Background: an optimization exercise with open tools, aiming at small area, a short achievable clock period and few clock cycles. Do not read the settings as production practice.
Only simulation tests tie the RTL to the original design; equivalence was not proved.

// Milestone1
module Milestone1 (
	input  logic        Clock,
	input  logic        Resetn,
	input  logic        Enable,
	output logic [17:0] SRAM_address,
	input  logic [15:0] SRAM_read_data,
	output logic [15:0] SRAM_write_data,
	output logic        SRAM_we_n
);
clock: 12.0 ns
lec_check: 0
abc_clock_period_in_ps: 4000
cap_margin: 20
core_margin: 2
core_utilization: 40
place_density: 0.6
setup_slack_margin: 5
slew_margin: 20
run.sh (not shown) runs the stock make flow with config.mk's settings and CLKGATE_MAP_FILE= SYNTH_SCRIPT=/design/flow/synth_recipe.tcl, a recipe that flattens the netlist after the stock synthesis.
Testbench counts at the start, summed over its fixed seeds: cycles 1,545,712.
Change:
==> flow/flow/run.sh (new file) <==
#!/bin/bash
set -euo pipefail
sed 's/SETUP_SLACK_MARGIN=5 /SETUP_SLACK_MARGIN=9.0 /' standard.sh > standard_margin.sh
grep -q 'SETUP_SLACK_MARGIN=9.0 ' standard_margin.sh
bash standard_margin.sh > standard_margin.log 2>&1
==> flow/standard.sh (new file) <==
#!/bin/bash
# synth_recipe.tcl (not shown) runs the flow's synth.tcl, then flattens the netlist and writes it again
# the make line also repeats each setting of config.mk as NAME=value (left out here)
make -C /OpenROAD-flow-scripts/flow DESIGN_CONFIG=/design/flow/config.mk WORK_HOME=/design/flow/orfs CLKGATE_MAP_FILE= SYNTH_SCRIPT=/design/flow/synth_recipe.tcl "${@:-finish}"
ABC_CLOCK_PERIOD_IN_PS = not set   (was 4000)
CORE_UTILIZATION = 60   (was 40)
PLACE_DENSITY = 0.75   (was 0.6)
removed: flow/run.sh
Hold slack stays flat.
Wire length climbs by about 9%.
Via count climbs by about 9%.
Area after synthesis does not change.
Change:
==> flow/run.sh (new file) <==
#!/bin/bash
# synth_recipe.tcl (not shown) runs the flow's synth.tcl, then flattens the netlist and writes it again
# the make line also repeats each setting of config.mk as NAME=value (left out here)
make -C /OpenROAD-flow-scripts/flow DESIGN_CONFIG=/design/flow/config.mk WORK_HOME=/design/flow/orfs CLKGATE_MAP_FILE= SYNTH_SCRIPT=/design/flow/synth_recipe.tcl finish
CTS_BUF_LIST = sky130_fd_sc_hd__clkbuf_4 sky130_fd_sc_hd__clkbuf_8   (was not set)
removed: flow/flow/run.sh
removed: flow/standard.sh
The changed run passed the timing, DRC and antenna checks.
Cell area goes down by 6.9%.
Hold slack degrades by 46 ps.
Cell count decreases by 3.1%.
Die area is unchanged.
Routed wire length fell by 8.8%.
Worst setup slack is worse by 520 ps.
Register-to-register slack loses 720 ps.
Change:
==> flow/flow/run.sh (new file) <==
#!/bin/bash
set -euo pipefail
sed 's/SETUP_SLACK_MARGIN=5 /SETUP_SLACK_MARGIN=8.6 /' standard.sh > standard_margin.sh
grep -q 'SETUP_SLACK_MARGIN=8.6 ' standard_margin.sh
bash standard_margin.sh > standard_margin.log 2>&1
==> flow/standard.sh (new file) <==
#!/bin/bash
# synth_recipe.tcl (not shown) runs the flow's synth.tcl, then flattens the netlist and writes it again
# the make line also repeats each setting of config.mk as NAME=value (left out here)
make -C /OpenROAD-flow-scripts/flow DESIGN_CONFIG=/design/flow/config.mk WORK_HOME=/design/flow/orfs CLKGATE_MAP_FILE= SYNTH_SCRIPT=/design/flow/synth_recipe.tcl "${@:-finish}"
CTS_BUF_LIST = not set   (was sky130_fd_sc_hd__clkbuf_4 sky130_fd_sc_hd__clkbuf_8)
CTS_CLUSTER_DIAMETER = 100   (was not set)
CTS_CLUSTER_SIZE = 24   (was not set)
removed: flow/run.sh
After rerunning: Setup slack gets better by 540 ps; first-iteration DRC count came out higher by 32%; cell area is lower by 1.2%; routed wire length is about the same.
Change:
==> flow/run.sh (new file) <==
#!/bin/bash
# synth_recipe.tcl (not shown) runs the flow's synth.tcl, then flattens the netlist and writes it again
# the make line also repeats each setting of config.mk as NAME=value (left out here)
make -C /OpenROAD-flow-scripts/flow DESIGN_CONFIG=/design/flow/config.mk WORK_HOME=/design/flow/orfs CLKGATE_MAP_FILE= SYNTH_SCRIPT=/design/flow/synth_recipe.tcl finish
CTS_CLUSTER_DIAMETER = not set   (was 100)
CTS_CLUSTER_SIZE = not set   (was 24)
removed: flow/flow/run.sh
removed: flow/standard.sh
Effect: Die area is unchanged. Global-route usage goes up by 0.53 points. Via count falls by 0.35%. Cell area rose by 0.72%.

* * *

Starting RTL as in the previous note.
clock: 12.0 ns
lec_check: 0
cap_margin: 20
core_margin: 2
core_utilization: 75
place_density: 0.85
setup_slack_margin: 5
slew_margin: 20
Stock flow here: none of the scripts above is used.
Testbench counts at the start, summed over its fixed seeds: cycles 1,545,712.
Then changed:
==> flow/flow/run.sh (new file) <==
#!/bin/bash
set -euo pipefail
sed 's/SETUP_SLACK_MARGIN=5 /SETUP_SLACK_MARGIN=8 /' standard.sh > standard_margin.sh
grep -q 'SETUP_SLACK_MARGIN=8 ' standard_margin.sh
bash standard_margin.sh > standard_margin.log 2>&1
==> flow/standard.sh (new file) <==
#!/bin/bash
# synth_recipe.tcl (not shown) runs the flow's synth.tcl, then flattens the netlist and writes it again
# the make line also repeats each setting of config.mk as NAME=value (left out here)
make -C /OpenROAD-flow-scripts/flow DESIGN_CONFIG=/design/flow/config.mk WORK_HOME=/design/flow/orfs CLKGATE_MAP_FILE= SYNTH_SCRIPT=/design/flow/synth_recipe.tcl "${@:-finish}"
- CORE_UTILIZATION: 75 -> 60
- PLACE_DENSITY: 0.85 -> 0.75
removed: flow/run.sh
Result: Design area goes up by 0.92%; utilization goes down by 16 points; flip-flop and latch count stays the same; routed wire length goes down by about 4.6%; via count goes down by 3.5%; global-route usage goes down by 8.2 points; die area goes up by 24%; worst hold slack hardly moves; fmax goes up by about 7.5%.
Then changed:
==> flow/flow/run.sh (replaced) <==
#!/bin/bash
set -euo pipefail
sed 's/SETUP_SLACK_MARGIN=5 /SETUP_SLACK_MARGIN=8.6 /' standard.sh > standard_margin.sh
grep -q 'SETUP_SLACK_MARGIN=8.6 ' standard_margin.sh
bash standard_margin.sh > standard_margin.log 2>&1
- ABC_AREA: default -> 1
- CTS_CLUSTER_DIAMETER: default -> 100
- CTS_CLUSTER_SIZE: default -> 24
Effect:
- first-iteration DRC count goes up by roughly a tenth
- cell count goes up by roughly a tenth
- sequential cell count is unchanged
- utilization goes down by 0.28 points
- count of clock-buffer cells in the layout goes down by 28
- register-to-register slack improved by 470 ps
Then changed:
==> flow/run.sh (new file) <==
#!/bin/bash
# synth_recipe.tcl (not shown) runs the flow's synth.tcl, then flattens the netlist and writes it again
# the make line also repeats each setting of config.mk as NAME=value (left out here)
make -C /OpenROAD-flow-scripts/flow DESIGN_CONFIG=/design/flow/config.mk WORK_HOME=/design/flow/orfs CLKGATE_MAP_FILE= SYNTH_SCRIPT=/design/flow/synth_recipe.tcl finish
- ABC_AREA: 1 -> default
- CORE_UTILIZATION: 60 -> 40
- CTS_CLUSTER_DIAMETER: 100 -> default
- CTS_CLUSTER_SIZE: 24 -> default
- PLACE_DENSITY: 0.75 -> 0.6
removed: flow/flow/run.sh
removed: flow/standard.sh
Effect: Clock skew rose by 11 ps; hold slack hardly moves; global-route usage shrinks by 9.5 points; cell area rises by about 1.7%; fmax decreases by about 14%; utilization fell by 21 points; clock-buffer cell count increases by 27; first-iteration DRC count drops by about 36%.
Then changed:
==> flow/flow/run.sh (new file) <==
#!/bin/bash
set -euo pipefail
sed 's/SETUP_SLACK_MARGIN=5 /SETUP_SLACK_MARGIN=8.6 /' standard.sh > standard_margin.sh
grep -q 'SETUP_SLACK_MARGIN=8.6 ' standard_margin.sh
bash standard_margin.sh > standard_margin.log 2>&1
==> flow/standard.sh (new file) <==
#!/bin/bash
# synth_recipe.tcl (not shown) runs the flow's synth.tcl, then flattens the netlist and writes it again
# the make line also repeats each setting of config.mk as NAME=value (left out here)
make -C /OpenROAD-flow-scripts/flow DESIGN_CONFIG=/design/flow/config.mk WORK_HOME=/design/flow/orfs CLKGATE_MAP_FILE= SYNTH_SCRIPT=/design/flow/synth_recipe.tcl "${@:-finish}"
- CORE_UTILIZATION: 40 -> 60
- CTS_CLUSTER_DIAMETER: default -> 60
- CTS_CLUSTER_SIZE: default -> 30
- PLACE_DENSITY: 0.6 -> 0.75
removed: flow/run.sh
What happened: Sequential share of layout area rose by 0.50 points; die area fell by 33%; routed wire length rose by 0.77%.

* * *

Setup of exp/fjord:
Another version of the RTL of Milestone1 (not shown whole).
Size in the first run: roughly 410 flip-flops, ~54 I/O pins, ~26000 um2 of cells after synthesis.
export LEC_CHECK = 0
export CAP_MARGIN = 20
export CORE_MARGIN = 2
export CORE_UTILIZATION = 60
export CTS_CLUSTER_DIAMETER = 100
export CTS_CLUSTER_SIZE = 24
export PLACE_DENSITY = 0.75
export SETUP_SLACK_MARGIN = 5
export SLEW_MARGIN = 20
create_clock -name core_clock -period 12.0 [get_ports {Clock}]
standard.sh (not shown) runs the stock make flow with config.mk's settings and CLKGATE_MAP_FILE= SYNTH_SCRIPT=/design/flow/synth_recipe.tcl, a recipe that flattens the netlist after the stock synthesis.
==> flow/flow/run.sh <==
#!/bin/bash
set -euo pipefail
sed 's/SETUP_SLACK_MARGIN=5 /SETUP_SLACK_MARGIN=8.2 /' standard.sh > standard_margin.sh
grep -q 'SETUP_SLACK_MARGIN=8.2 ' standard_margin.sh
bash standard_margin.sh > standard_margin.log 2>&1
exp/fjord | status: complete | timing, DRC, antenna: pass
Testbench counts of exp/fjord, summed over its fixed seeds: cycles 1,545,712.
For exp/willow, these inputs were changed with respect to exp/fjord:
==> flow/flow/run.sh <==
#!/bin/bash
set -euo pipefail
sed 's/SETUP_SLACK_MARGIN=5 /SETUP_SLACK_MARGIN=8.6 /' standard.sh > standard_margin.sh
grep -q 'SETUP_SLACK_MARGIN=8.6 ' standard_margin.sh
bash standard_margin.sh > standard_margin.log 2>&1
Notes after the runs:
Relative to exp/fjord, share of cells above drive strength 1 has gone up in exp/willow. Comparing the two runs side by side, exp/willow comes out behind exp/fjord on clock tree skew after final layout. Per the comparison of exp/willow with exp/fjord, core utilization of the finished layout went up 1.1 points, non-clock buffer count higher. Maximum fanout along the worst path: exp/willow vs exp/fjord identical.
Setup changes, exp/willow to exp/raven
==> flow/flow/run.sh <==
#!/bin/bash
set -euo pipefail
sed 's/SETUP_SLACK_MARGIN=5 /SETUP_SLACK_MARGIN=8.4 /' standard.sh > standard_margin.sh
grep -q 'SETUP_SLACK_MARGIN=8.4 ' standard_margin.sh
bash standard_margin.sh > standard_margin.log 2>&1
## What came out
exp/raven against exp/willow; placer's final routability congestion estimate is down by a few percent. Delta (exp/raven minus exp/willow): final clock period utilization by the worst path was more or less identical, total of buffers placed on input and output ports shows no meaningful change, total met3 wirelength after detailed routing has increased, met3 demand-to-capacity share in global routing rose 0.51 points. Sort exp/raven and exp/willow by final cell area excluding filler cells, ascending, and exp/raven comes first. exp/raven and exp/willow ended up with roughly the same worst hold slack. Final count of negative-setup-slack endpoints of exp/raven is on par with exp/willow.

==> separate check: timing with driven ports <==
Ports are ideal in the flow. The routed layouts listed here were re-timed in OpenROAD.
Step 1: set_driving_cell puts a clkbuf_16 on Clock and a buf_2 on each other input, an assumption about the parent block.
Step 2 times the ports against the registers' clock, not the clock port: input delays grow and output delays shrink by t, the midpoint of the rising clock arrivals with the driver on.
a / b / c = ideal ports / drivers / drivers and shift; a / b = the first two.
run	shift t [ns]	setup slack, ns	worst setup path after step 2	worst slew at a driven data input, ns	cell pins on the clock port's net
the first run of note 1	0.641	7.806 / 7.806 / 7.806	register to register	0.04	1
the second run of note 1	0.642	8.384 / 8.328 / 8.503	input to register	0.04	1
the third run of note 1	0.691	7.867 / 7.842 / 7.867	register to register	0.03	1
the fourth run of note 1	0.607	8.407 / 8.350 / 8.452	input to register	0.04	1
the fifth run of note 1	0.637	7.941 / 7.923 / 7.941	register to register	0.03	1
the first run of note 2	0.605	7.854 / 7.854 / 7.854	register to register	0.04	1
the second run of note 2	0.627	8.142 / 8.086 / 8.181	register to register	0.03	1
the third run of note 2	0.619	8.390 / 8.337 / 8.541	input to register	0.04	1
the fourth run of note 2	0.641	7.806 / 7.806 / 7.806	register to register	0.04	1
the fifth run of note 2	0.654	8.382 / 8.324 / 8.458	input to register	0.04	1
exp/fjord	0.609	8.278 / 8.222 / 8.388	register to register	0.03	1
exp/willow	0.611	8.391 / 8.337 / 8.552	input to register	0.03	1
exp/raven	0.611	8.405 / 8.345 / 8.479	register to register	0.03	1
After both steps setup and hold are still met in every run listed.
